From an optimization exercise on the open Yosys and OpenROAD flow, aimed at small area, a short achievable clock period and few clock cycles per item; shortcuts taken in it are not production practice. The RTL was checked by simulation tests, not by an equivalence proof against the original design.

==> flow/design.v <==
module GrayscaleConverter #(
    parameter BIT_PER_PIXEL = 8,
    parameter NUM_PIXELS = 9
) (
    input
        clk,
        reset,
    input wire[BIT_PER_PIXEL-1:0]
        pixel_0_red,
        pixel_0_green,
        pixel_0_blue,
        pixel_1_red,
        pixel_1_green,
        pixel_1_blue,
        pixel_2_red,
        pixel_2_green,
        pixel_2_blue,
        pixel_3_red,
        pixel_3_green,
        pixel_3_blue,
        pixel_4_red,
        pixel_4_green,
        pixel_4_blue,
        pixel_5_red,
        pixel_5_green,
        pixel_5_blue,
        pixel_6_red,
        pixel_6_green,
        pixel_6_blue,
        pixel_7_red,
        pixel_7_green,
        pixel_7_blue,
        pixel_8_red,
        pixel_8_green,
        pixel_8_blue,
    output reg[BIT_PER_PIXEL-1:0]
        pixel_0_out,
        pixel_1_out,
        pixel_2_out,
        pixel_3_out,
        pixel_4_out,
        pixel_5_out,
        pixel_6_out,
        pixel_7_out,
        pixel_8_out
);
localparam TMP_WIRE_WIDTH = 10;   
wire [TMP_WIRE_WIDTH-1:0] pixelwise_sums [NUM_PIXELS-1:0];
wire [TMP_WIRE_WIDTH-1:0] pixelwise_means [NUM_PIXELS-1:0];
wire [BIT_PER_PIXEL-1:0] pixel_0_out_tmp;
wire [BIT_PER_PIXEL-1:0] pixel_1_out_tmp;
wire [BIT_PER_PIXEL-1:0] pixel_2_out_tmp;
wire [BIT_PER_PIXEL-1:0] pixel_3_out_tmp;
wire [BIT_PER_PIXEL-1:0] pixel_4_out_tmp;
wire [BIT_PER_PIXEL-1:0] pixel_5_out_tmp;
wire [BIT_PER_PIXEL-1:0] pixel_6_out_tmp;
wire [BIT_PER_PIXEL-1:0] pixel_7_out_tmp;
wire [BIT_PER_PIXEL-1:0] pixel_8_out_tmp;
assign pixelwise_sums[0] = pixel_0_red + pixel_0_green + pixel_0_blue;
assign pixelwise_sums[1] = pixel_1_red + pixel_1_green + pixel_1_blue;
assign pixelwise_sums[2] = pixel_2_red + pixel_2_green + pixel_2_blue;
assign pixelwise_sums[3] = pixel_3_red + pixel_3_green + pixel_3_blue;
assign pixelwise_sums[4] = pixel_4_red + pixel_4_green + pixel_4_blue;
assign pixelwise_sums[5] = pixel_5_red + pixel_5_green + pixel_5_blue;
assign pixelwise_sums[6] = pixel_6_red + pixel_6_green + pixel_6_blue;
assign pixelwise_sums[7] = pixel_7_red + pixel_7_green + pixel_7_blue;
assign pixelwise_sums[8] = pixel_8_red + pixel_8_green + pixel_8_blue;
assign pixelwise_means[0] = pixelwise_sums[0] / 3;
assign pixelwise_means[1] = pixelwise_sums[1] / 3;
assign pixelwise_means[2] = pixelwise_sums[2] / 3;
assign pixelwise_means[3] = pixelwise_sums[3] / 3;
assign pixelwise_means[4] = pixelwise_sums[4] / 3;
assign pixelwise_means[5] = pixelwise_sums[5] / 3;
assign pixelwise_means[6] = pixelwise_sums[6] / 3;
assign pixelwise_means[7] = pixelwise_sums[7] / 3;
assign pixelwise_means[8] = pixelwise_sums[8] / 3;
assign pixel_0_out_tmp = pixelwise_means[0][BIT_PER_PIXEL-1:0];
assign pixel_1_out_tmp = pixelwise_means[1][BIT_PER_PIXEL-1:0];
assign pixel_2_out_tmp = pixelwise_means[2][BIT_PER_PIXEL-1:0];
assign pixel_3_out_tmp = pixelwise_means[3][BIT_PER_PIXEL-1:0];
assign pixel_4_out_tmp = pixelwise_means[4][BIT_PER_PIXEL-1:0];
assign pixel_5_out_tmp = pixelwise_means[5][BIT_PER_PIXEL-1:0];
assign pixel_6_out_tmp = pixelwise_means[6][BIT_PER_PIXEL-1:0];
assign pixel_7_out_tmp = pixelwise_means[7][BIT_PER_PIXEL-1:0];
assign pixel_8_out_tmp = pixelwise_means[8][BIT_PER_PIXEL-1:0];
always @(posedge clk, posedge reset) begin
    if (reset) begin
        pixel_0_out <= 8'h00;
        pixel_1_out <= 8'h00;
        pixel_2_out <= 8'h00;
        pixel_3_out <= 8'h00;
        pixel_4_out <= 8'h00;
        pixel_5_out <= 8'h00;
        pixel_6_out <= 8'h00;
        pixel_7_out <= 8'h00;
        pixel_8_out <= 8'h00;
    end else begin
        pixel_0_out <= pixel_0_out_tmp;
        pixel_1_out <= pixel_1_out_tmp;
        pixel_2_out <= pixel_2_out_tmp;
        pixel_3_out <= pixel_3_out_tmp;
        pixel_4_out <= pixel_4_out_tmp;
        pixel_5_out <= pixel_5_out_tmp;
        pixel_6_out <= pixel_6_out_tmp;
        pixel_7_out <= pixel_7_out_tmp;
        pixel_8_out <= pixel_8_out_tmp;
    end
end
endmodule
module Convolver #(
    parameter BIT_PER_PIXEL = 8,
    parameter NUM_PIXELS = 9
) (
    input
        clk,
        reset,
        mode,
    input wire[BIT_PER_PIXEL-1:0]
        pixel_0,
        pixel_1,
        pixel_2,
        pixel_3,
        pixel_4,
        pixel_5,
        pixel_6,
        pixel_7,
        pixel_8,
    output wire[BIT_PER_PIXEL-1:0]
        conv_out
);
parameter TMP_WIRE_WIDTH = 12;   
reg[TMP_WIRE_WIDTH-1:0] conv_out_tmp;
reg[TMP_WIRE_WIDTH-1:0] conv_out_tmp_sum_of_positive;
reg[TMP_WIRE_WIDTH-1:0] conv_out_tmp_sum_of_negative;
assign conv_out = (conv_out_tmp_sum_of_negative>conv_out_tmp_sum_of_positive) ? 8'h00 :
                  (|conv_out_tmp[TMP_WIRE_WIDTH-1:8]) ? 8'hff : conv_out_tmp[BIT_PER_PIXEL-1:0];
always @(posedge clk, posedge reset) begin
    if (reset) begin
        conv_out_tmp <= 8'b00000000;
    end
    else begin
        if (mode) begin
            conv_out_tmp <= pixel_1 + pixel_3 - 4*pixel_4 + pixel_5 + pixel_7;
            conv_out_tmp_sum_of_positive <= pixel_1 + pixel_3 + pixel_5 + pixel_7;
            conv_out_tmp_sum_of_negative <= 4*pixel_4;
        end
        else begin
            conv_out_tmp <= pixel_0 + 2*pixel_1 + pixel_2 + 2*pixel_3 - 12*pixel_4 + 2*pixel_5 + pixel_6 + 2*pixel_7 + pixel_8;
            conv_out_tmp_sum_of_positive <= pixel_0 + 2*pixel_1 + pixel_2 + 2*pixel_3 + 2*pixel_5 + pixel_6 + 2*pixel_7 + pixel_8;
            conv_out_tmp_sum_of_negative <= 12*pixel_4;
        end
    end
end
endmodule
module ImageFilter #(
    parameter BIT_PER_PIXEL = 8,
    parameter NUM_PIXELS = 9
) (
    input clk,
    input reset,
    input wire[3:0] address,
    input read,
    output wire[31:0] readdata,
    input write,
    input wire[31:0] writedata,
    output reg waitrequest,
    input wire[3:0] SW
);
localparam PIXEL_0_ADDR = 4'b0000;
localparam PIXEL_1_ADDR = 4'b0001;
localparam PIXEL_2_ADDR = 4'b0010;
localparam PIXEL_3_ADDR = 4'b0011;
localparam PIXEL_4_ADDR = 4'b0100;
localparam PIXEL_5_ADDR = 4'b0101;
localparam PIXEL_6_ADDR = 4'b0110;
localparam PIXEL_7_ADDR = 4'b0111;
localparam PIXEL_8_ADDR = 4'b1000;
localparam IDLE = 3'b000;
localparam READING = 3'b001;
localparam INPUTTING = 3'b010;
localparam GRAYSCALING = 3'b011;
localparam CONVOLVING = 3'b100;
localparam OUTPUTREADY = 3'b101;
reg [2:0] state;
reg[BIT_PER_PIXEL-1:0] pixel_0_red_tmp;
reg[BIT_PER_PIXEL-1:0] pixel_0_green_tmp;
reg[BIT_PER_PIXEL-1:0] pixel_0_blue_tmp;
reg[BIT_PER_PIXEL-1:0] pixel_1_red_tmp;
reg[BIT_PER_PIXEL-1:0] pixel_1_green_tmp;
reg[BIT_PER_PIXEL-1:0] pixel_1_blue_tmp;
reg[BIT_PER_PIXEL-1:0] pixel_2_red_tmp;
reg[BIT_PER_PIXEL-1:0] pixel_2_green_tmp;
reg[BIT_PER_PIXEL-1:0] pixel_2_blue_tmp;
reg[BIT_PER_PIXEL-1:0] pixel_3_red_tmp;
reg[BIT_PER_PIXEL-1:0] pixel_3_green_tmp;
reg[BIT_PER_PIXEL-1:0] pixel_3_blue_tmp;
reg[BIT_PER_PIXEL-1:0] pixel_4_red_tmp;
reg[BIT_PER_PIXEL-1:0] pixel_4_green_tmp;
reg[BIT_PER_PIXEL-1:0] pixel_4_blue_tmp;
reg[BIT_PER_PIXEL-1:0] pixel_5_red_tmp;
reg[BIT_PER_PIXEL-1:0] pixel_5_green_tmp;
reg[BIT_PER_PIXEL-1:0] pixel_5_blue_tmp;
reg[BIT_PER_PIXEL-1:0] pixel_6_red_tmp;
reg[BIT_PER_PIXEL-1:0] pixel_6_green_tmp;
reg[BIT_PER_PIXEL-1:0] pixel_6_blue_tmp;
reg[BIT_PER_PIXEL-1:0] pixel_7_red_tmp;
reg[BIT_PER_PIXEL-1:0] pixel_7_green_tmp;
reg[BIT_PER_PIXEL-1:0] pixel_7_blue_tmp;
reg[BIT_PER_PIXEL-1:0] pixel_8_red_tmp;
reg[BIT_PER_PIXEL-1:0] pixel_8_green_tmp;
reg[BIT_PER_PIXEL-1:0] pixel_8_blue_tmp;
reg[BIT_PER_PIXEL-1:0] pixel_0_red;
reg[BIT_PER_PIXEL-1:0] pixel_0_green;
reg[BIT_PER_PIXEL-1:0] pixel_0_blue;
reg[BIT_PER_PIXEL-1:0] pixel_1_red;
reg[BIT_PER_PIXEL-1:0] pixel_1_green;
reg[BIT_PER_PIXEL-1:0] pixel_1_blue;
reg[BIT_PER_PIXEL-1:0] pixel_2_red;
reg[BIT_PER_PIXEL-1:0] pixel_2_green;
reg[BIT_PER_PIXEL-1:0] pixel_2_blue;
reg[BIT_PER_PIXEL-1:0] pixel_3_red;
reg[BIT_PER_PIXEL-1:0] pixel_3_green;
reg[BIT_PER_PIXEL-1:0] pixel_3_blue;
reg[BIT_PER_PIXEL-1:0] pixel_4_red;
reg[BIT_PER_PIXEL-1:0] pixel_4_green;
reg[BIT_PER_PIXEL-1:0] pixel_4_blue;
reg[BIT_PER_PIXEL-1:0] pixel_5_red;
reg[BIT_PER_PIXEL-1:0] pixel_5_green;
reg[BIT_PER_PIXEL-1:0] pixel_5_blue;
reg[BIT_PER_PIXEL-1:0] pixel_6_red;
reg[BIT_PER_PIXEL-1:0] pixel_6_green;
reg[BIT_PER_PIXEL-1:0] pixel_6_blue;
reg[BIT_PER_PIXEL-1:0] pixel_7_red;
reg[BIT_PER_PIXEL-1:0] pixel_7_green;
reg[BIT_PER_PIXEL-1:0] pixel_7_blue;
reg[BIT_PER_PIXEL-1:0] pixel_8_red;
reg[BIT_PER_PIXEL-1:0] pixel_8_green;
reg[BIT_PER_PIXEL-1:0] pixel_8_blue;
wire[BIT_PER_PIXEL-1:0] pixel_0_out;
wire[BIT_PER_PIXEL-1:0] pixel_1_out;
wire[BIT_PER_PIXEL-1:0] pixel_2_out;
wire[BIT_PER_PIXEL-1:0] pixel_3_out;
wire[BIT_PER_PIXEL-1:0] pixel_4_out;
wire[BIT_PER_PIXEL-1:0] pixel_5_out;
wire[BIT_PER_PIXEL-1:0] pixel_6_out;
wire[BIT_PER_PIXEL-1:0] pixel_7_out;
wire[BIT_PER_PIXEL-1:0] pixel_8_out;
GrayscaleConverter #(
    .BIT_PER_PIXEL (BIT_PER_PIXEL),
    .NUM_PIXELS (NUM_PIXELS)
) grayscale_converter(
    .clk (clk),
    .reset (reset),
    .pixel_0_red (pixel_0_red),
    .pixel_0_green (pixel_0_green),
    .pixel_0_blue (pixel_0_blue),
    .pixel_1_red (pixel_1_red),
    .pixel_1_green (pixel_1_green),
    .pixel_1_blue (pixel_1_blue),
    .pixel_2_red (pixel_2_red),
    .pixel_2_green (pixel_2_green),
    .pixel_2_blue (pixel_2_blue),
    .pixel_3_red (pixel_3_red),
    .pixel_3_green (pixel_3_green),
    .pixel_3_blue (pixel_3_blue),
    .pixel_4_red (pixel_4_red),
    .pixel_4_green (pixel_4_green),
    .pixel_4_blue (pixel_4_blue),
    .pixel_5_red (pixel_5_red),
    .pixel_5_green (pixel_5_green),
    .pixel_5_blue (pixel_5_blue),
    .pixel_6_red (pixel_6_red),
    .pixel_6_green (pixel_6_green),
    .pixel_6_blue (pixel_6_blue),
    .pixel_7_red (pixel_7_red),
    .pixel_7_green (pixel_7_green),
    .pixel_7_blue (pixel_7_blue),
    .pixel_8_red (pixel_8_red),
    .pixel_8_green (pixel_8_green),
    .pixel_8_blue (pixel_8_blue),
    .pixel_0_out (pixel_0_out),
    .pixel_1_out (pixel_1_out),
    .pixel_2_out (pixel_2_out),
    .pixel_3_out (pixel_3_out),
    .pixel_4_out (pixel_4_out),
    .pixel_5_out (pixel_5_out),
    .pixel_6_out (pixel_6_out),
    .pixel_7_out (pixel_7_out),
    .pixel_8_out (pixel_8_out)
);
wire[BIT_PER_PIXEL-1:0] conv_out;
Convolver #(
    .BIT_PER_PIXEL (BIT_PER_PIXEL),
    .NUM_PIXELS (NUM_PIXELS)
) convolver(
    .clk (clk),
    .reset (reset),
    .mode (SW[0]),
    .pixel_0 (pixel_0_out),
    .pixel_1 (pixel_1_out),
    .pixel_2 (pixel_2_out),
    .pixel_3 (pixel_3_out),
    .pixel_4 (pixel_4_out),
    .pixel_5 (pixel_5_out),
    .pixel_6 (pixel_6_out),
    .pixel_7 (pixel_7_out),
    .pixel_8 (pixel_8_out),
    .conv_out (conv_out)
);
assign readdata = {{3{8'h00}}, conv_out};
always @(posedge clk, posedge reset) begin
    if (reset) begin
        state <= IDLE;
        pixel_0_red <= 8'h00;
        pixel_0_green <= 8'h00;
        pixel_0_blue <= 8'h00;
        pixel_1_red <= 8'h00;
        pixel_1_green <= 8'h00;
        pixel_1_blue <= 8'h00;
        pixel_2_red <= 8'h00;
        pixel_2_green <= 8'h00;
        pixel_2_blue <= 8'h00;
        pixel_3_red <= 8'h00;
        pixel_3_green <= 8'h00;
        pixel_3_blue <= 8'h00;
        pixel_4_red <= 8'h00;
        pixel_4_green <= 8'h00;
        pixel_4_blue <= 8'h00;
        pixel_5_red <= 8'h00;
        pixel_5_green <= 8'h00;
        pixel_5_blue <= 8'h00;
        pixel_6_red <= 8'h00;
        pixel_6_green <= 8'h00;
        pixel_6_blue <= 8'h00;
        pixel_7_red <= 8'h00;
        pixel_7_green <= 8'h00;
        pixel_7_blue <= 8'h00;
        pixel_8_red <= 8'h00;
        pixel_8_green <= 8'h00;
        pixel_8_blue <= 8'h00;
        pixel_0_red_tmp <= 8'h00;
        pixel_0_green_tmp <= 8'h00;
        pixel_0_blue_tmp <= 8'h00;
        pixel_1_red_tmp <= 8'h00;
        pixel_1_green_tmp <= 8'h00;
        pixel_1_blue_tmp <= 8'h00;
        pixel_2_red_tmp <= 8'h00;
        pixel_2_green_tmp <= 8'h00;
        pixel_2_blue_tmp <= 8'h00;
        pixel_3_red_tmp <= 8'h00;
        pixel_3_green_tmp <= 8'h00;
        pixel_3_blue_tmp <= 8'h00;
        pixel_4_red_tmp <= 8'h00;
        pixel_4_green_tmp <= 8'h00;
        pixel_4_blue_tmp <= 8'h00;
        pixel_5_red_tmp <= 8'h00;
        pixel_5_green_tmp <= 8'h00;
        pixel_5_blue_tmp <= 8'h00;
        pixel_6_red_tmp <= 8'h00;
        pixel_6_green_tmp <= 8'h00;
        pixel_6_blue_tmp <= 8'h00;
        pixel_7_red_tmp <= 8'h00;
        pixel_7_green_tmp <= 8'h00;
        pixel_7_blue_tmp <= 8'h00;
        pixel_8_red_tmp <= 8'h00;
        pixel_8_green_tmp <= 8'h00;
        pixel_8_blue_tmp <= 8'h00;
        waitrequest <= 0;
    end
    else begin
        case (state)
            IDLE: begin
                if (write) begin
                    pixel_0_red_tmp <= writedata[7:0];
                    pixel_0_green_tmp <= writedata[15:8];
                    pixel_0_blue_tmp <= writedata[23:16];
                    state <= READING;
                end
                else begin
                    state <= IDLE;
                end
            end
            READING: begin
                if (write) begin
                    case (address)
                        PIXEL_1_ADDR: begin
                            pixel_1_red_tmp <= writedata[7:0];
                            pixel_1_green_tmp <= writedata[15:8];
                            pixel_1_blue_tmp <= writedata[23:16];
                            state <= READING;
                        end
                        PIXEL_2_ADDR: begin
                            pixel_2_red_tmp <= writedata[7:0];
                            pixel_2_green_tmp <= writedata[15:8];
                            pixel_2_blue_tmp <= writedata[23:16];
                            state <= READING;
                        end
                        PIXEL_3_ADDR: begin
                            pixel_3_red_tmp <= writedata[7:0];
                            pixel_3_green_tmp <= writedata[15:8];
                            pixel_3_blue_tmp <= writedata[23:16];
                            state <= READING;
                        end
                        PIXEL_4_ADDR: begin
                            pixel_4_red_tmp <= writedata[7:0];
                            pixel_4_green_tmp <= writedata[15:8];
                            pixel_4_blue_tmp <= writedata[23:16];
                            state <= READING;
                        end
                        PIXEL_5_ADDR: begin
                            pixel_5_red_tmp <= writedata[7:0];
                            pixel_5_green_tmp <= writedata[15:8];
                            pixel_5_blue_tmp <= writedata[23:16];
                            state <= READING;
                        end
                        PIXEL_6_ADDR: begin
                            pixel_6_red_tmp <= writedata[7:0];
                            pixel_6_green_tmp <= writedata[15:8];
                            pixel_6_blue_tmp <= writedata[23:16];
                            state <= READING;
                        end
                        PIXEL_7_ADDR: begin
                            pixel_7_red_tmp <= writedata[7:0];
                            pixel_7_green_tmp <= writedata[15:8];
                            pixel_7_blue_tmp <= writedata[23:16];
                            state <= READING;
                        end
                        PIXEL_8_ADDR: begin
                            pixel_8_red_tmp <= writedata[7:0];
                            pixel_8_green_tmp <= writedata[15:8];
                            pixel_8_blue_tmp <= writedata[23:16];
                            state <= INPUTTING;
                            waitrequest <= 1'b1;
                        end
                        default: begin
                            state <= IDLE;
                        end
                    endcase
                end
            end
            INPUTTING: begin
                pixel_0_red <= pixel_0_red_tmp;
                pixel_0_green <= pixel_0_green_tmp;
                pixel_0_blue <= pixel_0_blue_tmp;
                pixel_1_red <= pixel_1_red_tmp;
                pixel_1_green <= pixel_1_green_tmp;
                pixel_1_blue <= pixel_1_blue_tmp;
                pixel_2_red <= pixel_2_red_tmp;
                pixel_2_green <= pixel_2_green_tmp;
                pixel_2_blue <= pixel_2_blue_tmp;
                pixel_3_red <= pixel_3_red_tmp;
                pixel_3_green <= pixel_3_green_tmp;
                pixel_3_blue <= pixel_3_blue_tmp;
                pixel_4_red <= pixel_4_red_tmp;
                pixel_4_green <= pixel_4_green_tmp;
                pixel_4_blue <= pixel_4_blue_tmp;
                pixel_5_red <= pixel_5_red_tmp;
                pixel_5_green <= pixel_5_green_tmp;
                pixel_5_blue <= pixel_5_blue_tmp;
                pixel_6_red <= pixel_6_red_tmp;
                pixel_6_green <= pixel_6_green_tmp;
                pixel_6_blue <= pixel_6_blue_tmp;
                pixel_7_red <= pixel_7_red_tmp;
                pixel_7_green <= pixel_7_green_tmp;
                pixel_7_blue <= pixel_7_blue_tmp;
                pixel_8_red <= pixel_8_red_tmp;
                pixel_8_green <= pixel_8_green_tmp;
                pixel_8_blue <= pixel_8_blue_tmp;
                state <= GRAYSCALING;
                waitrequest <= 1'b1;
            end
            GRAYSCALING: begin
                state <= CONVOLVING;
            end
            CONVOLVING: begin
                state <= OUTPUTREADY;
            end
            OUTPUTREADY: begin
                waitrequest <= 1'b0;
                if (read) begin
                    state <= IDLE;
                end
                else begin
                    state <= OUTPUTREADY;
                end
            end
            default: begin
                state <= IDLE;
            end
        endcase
    end
end
endmodule
==> flow/run.sh <==
#!/bin/bash
# synth_recipe.tcl (not shown) runs the flow's synth.tcl, then flattens the netlist and writes it again
# the make line also repeats each setting of config.mk as NAME=value (left out here)
make -C /OpenROAD-flow-scripts/flow DESIGN_CONFIG=/design/flow/config.mk WORK_HOME=/design/flow/orfs CLKGATE_MAP_FILE= SYNTH_SCRIPT=/design/flow/synth_recipe.tcl finish
==> flow/config.mk <==
export PLATFORM = sky130hd
export DESIGN_NAME = ImageFilter
export DESIGN_NICKNAME = ImageFilter
export VERILOG_FILES = /design/flow/design.v
export SDC_FILE = /design/flow/constraint.sdc
export NUM_CORES = 4
export LEC_CHECK = 0
export CAP_MARGIN = 20
export CORE_MARGIN = 2
export CORE_UTILIZATION = 40
export SLEW_MARGIN = 20
==> flow/constraint.sdc <==
create_clock -name core_clock -period 7.0 [get_ports {clk}]
set_input_delay 1.4000 -clock core_clock [delete_from_list [all_inputs] [get_ports {clk}]]
set_output_delay 1.4000 -clock core_clock [all_outputs]
set_load 0.01 [all_outputs]
==> summary.txt <==
kind of critical path flop to flop; antenna viol nets, final 0; crit path launch type flop; Post-Synthesis Cells 3,785; Placer Congestion 0.883; launch point of the worst reg-to-reg path pixel_5_green[0]$_DFFE_PP0P_; Netlist Area Pre-Place 38,300 sq um; status timing/DRC/antenna clean; slowest stage delay, CP 0.43 ns; setup ws final 0.333 ns; area of the multi-input gates 23,100 sq um; CORE AREA 94,900 sq um; global routing usage on met2 0.309; Post-synth EDFFs 22; yosys warns 3; max-cap violation count 0; post-layout util 0.451; placement row count 113; most common cell after layout, fill and taps aside dfrtp_1; Worst Hold Launch pixel_0_red_tmp[1]$_DFFE_PP0P_; worst-path fanout max 7; Synth cell types 120; Area Overhead vs Synth 11.9%; number of global-route vias before repair 27,000; routed len/inst 18.6 microns; final number of hold-violating endpoints 0; top flop regs convolver.conv_out_tmp x12, convolver.conv_out_tmp_sum_of_positive x12, convolver.conv_out_tmp_sum_of_negative x10; initial antenna violation count 13; clk_skew 0.0406 ns; R2R setup slack 0.33 ns; Min-Delay Path Class flop to flop; Initial Util 0.403; Setup TNS Final 0 ns; DR vias 28,400; # hold bufs at CTS 0; H-Tree Depth 3; Clock Pin Slew Worst Setup and Hold Paths 0.06 ns; critical path's slowest cell a2111oi_4; share of post-route cells with drive strength above 1 0.189; RSZ-0062 raised after global routing true; grt total ovfl 0; met3 Use GR 0.0263; Fill cells 8,951; shortest period the worst path allows 6.67 ns; DRC viols 0; aggregate global-route resource usage 0.195; Iteration-0 DRC Markers 1,797; syn avg cell area 10.1 sq um; pre-CTS WS 0.111 ns; slew of the pin with the lowest slew margin 1.12 ns; largest net degree at the start of global routing 176; top_reg_cell synth dfrtp_1; Post-synth ARST share 0.959; CP Data Required Time 7.47 ns; Final Non-Filler Cells 5,167; IO Port Bufs 41; CTS Root Cell clkbuf_16; nets@finish 4,272; sequential area share after synthesis 0.357; Vias/cell 5.49; placed insts 5,042; Tcrit/Tclk final 0.952; GR Layer Usage met1 0.278; busiest layer in global routing met2; clk latency of the worst-skew pair 0.62 ns; register area 13,700 sq um; flops & latches, synth 542; CTS Buffer Depth 3; Detailed Place HPWL 69.3 mm; TritonRoute pass-1 iters 5; clock sink count 542; Rel. slew slack 0.248; max-slew violations 0; die height 313 microns; Crit. End Element flop; crit path from pixel_5_green[0]$_DFFE_PP0P_; Die Footprint 98,200 sq um; setup violators final 0; IO Pins 77; CP dominant cell by count ha_1; drt total wl 96.1 mm; CTS Buf Count 66; CTS tree yes; most frequent cells in the layout dfrtp_1 (520), mux2_2 (423), inv_1 (289); maximum clock rate 150 MHz; crit path DAT 7.14 ns; first-pass GRT wire length 152 mm; die width 313 microns
==> cells by family after synthesis <==
logic type	count (synthesis)	synth area share
AND/OR/NAND/NOR	889	0.113
AO/OA/AOI/OAI	883	0.158
flip-flops	542	0.357
multiplexers	449	0.132
buffers and inverters	428	0.0460
adder cells (fa/ha/maj)	378	0.144
XOR/XNOR	215	0.0494
other	1	0.0000980
==> final cells by class <==
cell class,instances,area share
Timing Repair Buffer,111,0.0230
Multi-Input combinational cell,2838,0.540
Antenna cell,2,0.000117
Clock inverter,24,0.00780
Tap cell,1265,0.0370
Sequential cell,542,0.319
Inverter,292,0.0257
Clock buffer,93,0.0471
==> path summary, 6_finish.rpt <==
kind,cells after the start,to
setup / recovery,29,grayscale_converter.pixel_5_out[0]$_DFF_PP0_
hold / removal,2,pixel_0_red[1]$_DFFE_PP0P_
setup reg to reg,29,grayscale_converter.pixel_5_out[0]$_DFF_PP0_
hold reg to reg,2,pixel_0_red[1]$_DFFE_PP0P_
max in group asynchronous,4,grayscale_converter.pixel_2_out[0]$_DFF_PP0_
min in group asynchronous,2,pixel_4_red_tmp[7]$_DFFE_PP0P_
==> synth_stat cells (all sizes together), types with 22 or more instances <==
master  number  area share
nand2b      26      0.0043
mux2i       22      0.0058
ha         272       0.089
nand2      245       0.024
edfxtp      22       0.017
o22ai       24      0.0041
nor2b       29      0.0048
o21ai      185       0.024
inv        291       0.029
xnor2      163       0.037
nor4        24      0.0046
nand3       78       0.010
nor2       237       0.024
a211oi      30      0.0065
a31oi       23      0.0041
clkbuf      85      0.0084
o211ai      41      0.0086
o21bai      43      0.0084
dfrtp      520        0.34
a21o        62       0.012
a21oi      226       0.030
xor2        52       0.012
or2         34      0.0057
fa         105       0.055
mux2       427        0.13
and2        26      0.0043
o21a        38      0.0075
nor3        86       0.011
buf         51      0.0090
nand4       22      0.0038
==> per-layer routing <==
metal	routed length, microns	up-vias
li1	-	13700
met4	2340	4
met3	4220	131
met5	29	-
met2	43500	637
met1	46000	13900
==> stage by stage <==
step	cell area, sq um	hold slack (ns)
2_1_floorplan	38400	0.444
3_3_place_gp	40300	0.454
3_5_place_dp	40300	0.463
4_1_cts	42600	0.472
5_1_grt	42800	0.497
6_report	42800	0.458
==> what timing repair did <==
action / 4_1_cts / 5_1_grt
setup endpoints to repair: 0 / 12
buffers inserted: 0 / 6
resized for setup: 0 / 39
==> worst max-delay path: cells and delay by family (launching register included) <==
family                   cells  cell delay, ns
AO/OA/AOI/OAI               11            2.48
XOR/XNOR                     1            0.17
adder cells (fa/ha/maj)      5            1.44
buffers and inverters        1            0.06
flip-flops                   1            0.35
multiplexers                 2            0.62
AND/OR/NAND/NOR              9            1.43
Testbench counts, summed over its fixed seeds: cycles 22,400, items 1,600.

-- what the ideal ports hide --
How much do the figures lean on ideal ports? The routed layout below was timed once more, with nothing changed but the port constraints.
Step 1, drivers: a clkbuf_16 drives clk and a buf_2 each remaining input, both assumed.
Step 2 also shifts input and output timing later by t, the mid clock arrival at the registers, as if the neighbouring blocks saw the same clock.
a / b / c = no drivers / after step 1 / after step 2; a / b = the first two.
shift t [ns]: 0.671
slack for setup (ns): 0.333 / 0.333 / 0.333
hold WS [ns]: 0.458 / 0.458 / 0.458
worst register clock-pin slew, ns: 0.06 / 0.06
After both steps setup and hold are still met in this run. For this run, drivers alone change the setup slack by 0.000 ns; drivers and shift together by 0.000 ns.
